Background: an optimization exercise with open tools, aiming at small area. Do not read the settings as production practice. Where RTL was checked, it was by simulation tests only, not by an equivalence proof against the original. Power and IR drop assume default switching activity.

## north
==> flow/design.v (excerpt) <==
module game6 (
    input wire mode,
    input wire CLK,
    input wire rst,
    input wire [1:0] BTN_LR,
    input wire [9:0] i_x,
    input wire [8:0] i_y,
    input wire i_animate,
    output wire [3:0] VGA_R,
    output wire [3:0] VGA_G,
    output wire [3:0] VGA_B,
    output wire endgame,
    output wire [8:0] score,
    output wire win
    );
    reg [9:0] bxn;       
    reg [8:0] byn;       
    wire [9:0] bx = ~bxn;
    wire [8:0] by = ~byn;
    reg xd, yd;          
    reg par;             
    reg eg;              
    reg [8:0] ph;        
    reg [21:0] a;        
    reg [21:0] pend;     
    reg [21:0] cnt;      
    reg hx, hy;          
    reg lit;             
    reg [4:0] n;         
    wire run = i_animate & ~eg & mode;
    wire bottom = ((by[7] & by[6] & ~by[5] & by[3] & by[1]));
    wire restart = ~mode | bottom | eg;
    wire cx104 = ((~bx[9] & ~bx[8] & ~bx[7] & bx[6] & bx[3]) | (~bx[9] & ~bx[8] & ~bx[7] & bx[6] & bx[4]) | (~bx[8] & bx[7] & ~bx[6] & ~bx[4] & ~bx[3] & bx[1]) | (~bx[9] & ~bx[8] & ~bx[7] & bx[6] & bx[5]));
    wire sx104 = ((~bx[7] & ~bx[5] & ~bx[3] & bx[2] & bx[1] & ~bx[0]));
  ...
Settings: LEC_CHECK=0, CAP_MARGIN=20, CORE_MARGIN=2, CORE_UTILIZATION=40, SLEW_MARGIN=20; clock period 16.0 ns.
run.sh (not shown) runs the stock make flow with config.mk's settings and CLKGATE_MAP_FILE= SYNTH_SCRIPT=/design/flow/synth_recipe.tcl, a recipe that flattens the netlist after the stock synthesis.
[inputs] south vs north
-- flow/design.v --
<<< north, line 22
    reg eg;              
    reg [8:0] ph;        
    reg [21:0] a;        
    reg [21:0] pend;     
    reg [21:0] cnt;      
    reg hx, hy;          
    reg lit;             
>>> south, line 22
    reg eg;              
    reg [8:0] ph;        
    reg [21:0] a, h;     
    reg cs;              
    reg hx, hy;          
    reg lit;             
<<< north, line 121
    assign ze[21] = cx428 & ey225;
    wire [21:0] z = zs | ze;           
    wire [21:0] hm = z & ({22{~mode}} | (a & ~cnt));
    always @(posedge CLK)
    if (rst) begin
        a <= {22{1'b1}};
        pend <= 0;
        cnt <= 0;
        hx <= 1'b0;
        hy <= 1'b0;
    end else begin
        a <= (a | {22{~mode}}) & ~z;
        pend <= run ? {22{1'b0}} : pend | hm;
        cnt <= ~mode ? {22{1'b0}} : run ? cnt | pend : cnt;
        hx <= ~run & (hx | (|(hm & zs)));
        hy <= ~run & (hy | (|(hm & ze)));
>>> south, line 120
    assign ze[21] = cx428 & ey225;
    wire [21:0] z = zs | ze;           
    wire [21:0] hc = h & {22{cs}};
    wire [21:0] hm = z & ({22{~mode}} | (a & ~hc));
    always @(posedge CLK)
    if (rst) begin
        a <= {22{1'b1}};
        h <= 0;
        cs <= 1'b0;
        hx <= 1'b0;
        hy <= 1'b0;
    end else begin
        a <= (a | {22{~mode}}) & ~z;
        if (~mode) h <= z | (h & ~(a & {22{cs}}));
        else if (run) h <= h & a;
        else h <= (a & z & ~hc) | (~(a & z) & h);
        cs <= mode & (cs | run);
        hx <= ~run & (hx | (|(hm & zs)));
        hy <= ~run & (hy | (|(hm & ze)));
==> comparison <==
Compare north and south | critical path depth higher: north. Part of the total power dissipated in combinational logic: south vs north up 4.3 points. The final reports for south and north show detailed-routed wire length on met2 higher in the former. Global-route track usage on met3 ended up 2.9 points higher on south than on north. Of the two values seen for most common cell after layout, fill and taps aside, sky130_fd_sc_hd__dfxtp_1 was produced by north and sky130_fd_sc_hd__nand2_1 by south. south: flow completed, timing, DRC and antenna clean. south: share of the cycle needed by the critical path after routing 0.30 points below north. south ends up with a power that is 6.9% lower than in north. There was hardly any difference in share of the synthesized netlist area taken by xor and xnor gates between south and north.
No functional check of the RTL was part of any run of this note.

---

job 6863:
Another version of the RTL of game6 (not shown whole).
Size: about 810 cells after synthesis, about 85 flip-flops, about 48 I/O pins.
export LEC_CHECK = 0
export CAP_MARGIN = 0
export CORE_MARGIN = 2
export CORE_UTILIZATION = 40
export CTS_BUF_LIST = sky130_fd_sc_hd__clkbuf_8
export GPL_TIMING_DRIVEN = 0
export SLEW_MARGIN = 0
export SYNTH_HIERARCHICAL = 1
create_clock -name core_clock -period 16.0 [get_ports {CLK}]
standard.sh (not shown) runs the stock make flow with config.mk's settings and CLKGATE_MAP_FILE= SYNTH_SCRIPT=/design/flow/synth_recipe.tcl, a recipe that flattens the netlist after the stock synthesis.
==> flow/flow/run.sh <==
#!/bin/bash
# Layout flow: the standard layout (standard.sh) with these changes:
#  - the synthesis maps the logic with an area-oriented ABC script
#    (abc_area.script here) in place of ORFS's delay-oriented abc_speed.script;
#  - the synthesis buffers pass-through outputs with buf_1 instead of buf_4;
#  - placement gives every input and output port a buf_1 buffer;
#  - clock tree synthesis adds no dummy loads to balance the tree's leaves.
# The synthesis is otherwise ORFS's with the standard flow's own script (synth_recipe.tcl),
# so the registers, their names and cells are those of the standard synthesis.
set -euo pipefail
W=$(pwd)
rm -rf "$W/scripts_area"
cp -r "$FLOW_HOME/scripts" "$W/scripts_area"
cp "$W/flow/abc_area.script" "$W/scripts_area/abc_speed.script"
bash "$W/standard.sh" SCRIPTS_DIR="$W/scripts_area" "MIN_BUF_CELL_AND_PORTS=sky130_fd_sc_hd__buf_1 A X" synth > "$W/synth.log" 2>&1
bash "$W/standard.sh" "BUFFER_PORTS_ARGS=-buffer_cell sky130_fd_sc_hd__buf_1" \
    "CTS_ARGS=-sink_clustering_enable -repair_clock_nets -buf_list sky130_fd_sc_hd__clkbuf_8 -dont_use_dummy_load" \
    > "$W/layout.log" 2>&1
==> flow/flow/abc_area.script <==
&get -n
&st
&syn2
&dc2
&syn2
&dch -f
&nf -R 1000 -p
&st
&syn2
&dc2
&syn2
&dch -f
&nf -R 1000 -p
&put
topo
diff inputs: job 6863 => job 7513
--- a/flow/design.v
+++ b/flow/design.v
@@ -160,36 +160,35 @@
     assign ze[19] = cx500 & ey175;
     assign bpix[19] = a[19] & dx500 & dy175;
     assign zs[20] = sx212 & ry225;
     assign ze[20] = cx212 & ey225;
     assign bpix[20] = a[20] & dx212 & dy225;
     assign zs[21] = sx428 & ry225;
     assign ze[21] = cx428 & ey225;
     assign bpix[21] = a[21] & dx428 & dy225;
-    wire hxn = |hxs, hyn = |hys;
     wire [21:0] z = zs | ze;
     wire [21:0] g = {22{~mode}} | (a & ~h);
     assign hxs = zs & g;
     assign hys = ze & g;
     wire [21:0] a_n = rst ? {22{1'b1}} : (a | {22{~mode}}) & ~z;
-    wire [21:0] h_n = rst ? {22{1'b0}} : mode ? h : (z | (h & {22{~cs}}));
+    wire [21:0] h_n = rst ? {22{1'b0}} : ~mode ? ~z & ((a & h & {22{~cs}}) | (~a & ~h)) : h | ({22{run}} & ~a);
     always @(posedge CLK) begin
         an <= ~a_n;
         h <= h_n;
     end
     always @(posedge CLK)
     if (rst) begin
         cs <= 1'b0;
         hx <= 1'b0;
         hy <= 1'b0;
     end else begin
         cs <= mode & (cs | run);
-        hx <= ~run & (hx | hxn);
-        hy <= ~run & (hy | hyn);
+        hx <= ~run & (hx | (|hxs));
+        hy <= ~run & (hy | (|hys));
     end
     wire btn_l = BTN_LR[1] & ~BTN_LR[0];
     wire btn_r = BTN_LR[0] & ~BTN_LR[1];
     wire [8:0] dbp_s;
     wire [9:0] dbp_c;
     assign dbp_c[0] = bxn[0];
     fa dbp_0 (.a(ph[0]), .b(bxn[1]), .ci(dbp_c[0]), .s(dbp_s[0]), .co(dbp_c[1]));
     fa dbp_1 (.a(ph[1]), .b(bxn[2]), .ci(dbp_c[1]), .s(dbp_s[1]), .co(dbp_c[2]));
Notes after the runs:
Cmp job 6863 and job 7513 / area growth from synthesis to layout / higher: job 6863
Job 7513 reports a lower arrival time at the worst endpoint than job 6863 does.
Between job 6863 and job 7513, the power after layout figures differ only marginally.
Job 7513 ends up with lower portion of total power attributed to combinational logic than job 6863 does.
Setup slack: job 7513 more than job 6863
Job 7513 against job 6863: all-layer global routing usage picked up an extra 1.1 points, detailed route wirelength on metal2 picked up an extra about 3.2%, synthesized cell count picked up an extra about 6.6%, global placement routability congestion picked up an extra 0.0094.
Per the comparison of job 7513 with job 6863, via count has increased; area after synthesis up 290 sq um.

[separate check: timing with driven ports]
The results above use ideal ports. As a check the final layouts listed here were re-extracted and re-timed, cells and wires unchanged.
Step 1 sets driving cells, clkbuf_16 on the clock port and buf_2 on the other inputs (assumed; they add their load-dependent delay and slew).
Step 2 adds t to the input delays and takes it off the output delays; t is the mean of the earliest and latest rising clock arrival at the registers after step 1. Input paths then give back, and output paths get back, about the clock's delay inside the block.
a / b / c = no drivers / after step 1 / after step 2; a / b = the first two.
run	t (ns)	setup slack, ns	worst setup path at the end	clock arrival spread, ns
north	0.403	7.554 / 7.572 / 7.169	input to register	0.007 / 0.006
south	0.397	7.602 / 7.580 / 7.491	input to register	0.009 / 0.009
job 6863	0.413	7.544 / 7.565 / 7.152	input to register	0.021 / 0.021
job 7513	0.417	7.869 / 7.886 / 7.469	input to register	0.024 / 0.024
After both steps setup and hold are still met in every run listed. For job 7513, which loses most, drivers alone change the setup slack by +0.017 ns; drivers and shift together by -0.400 ns.
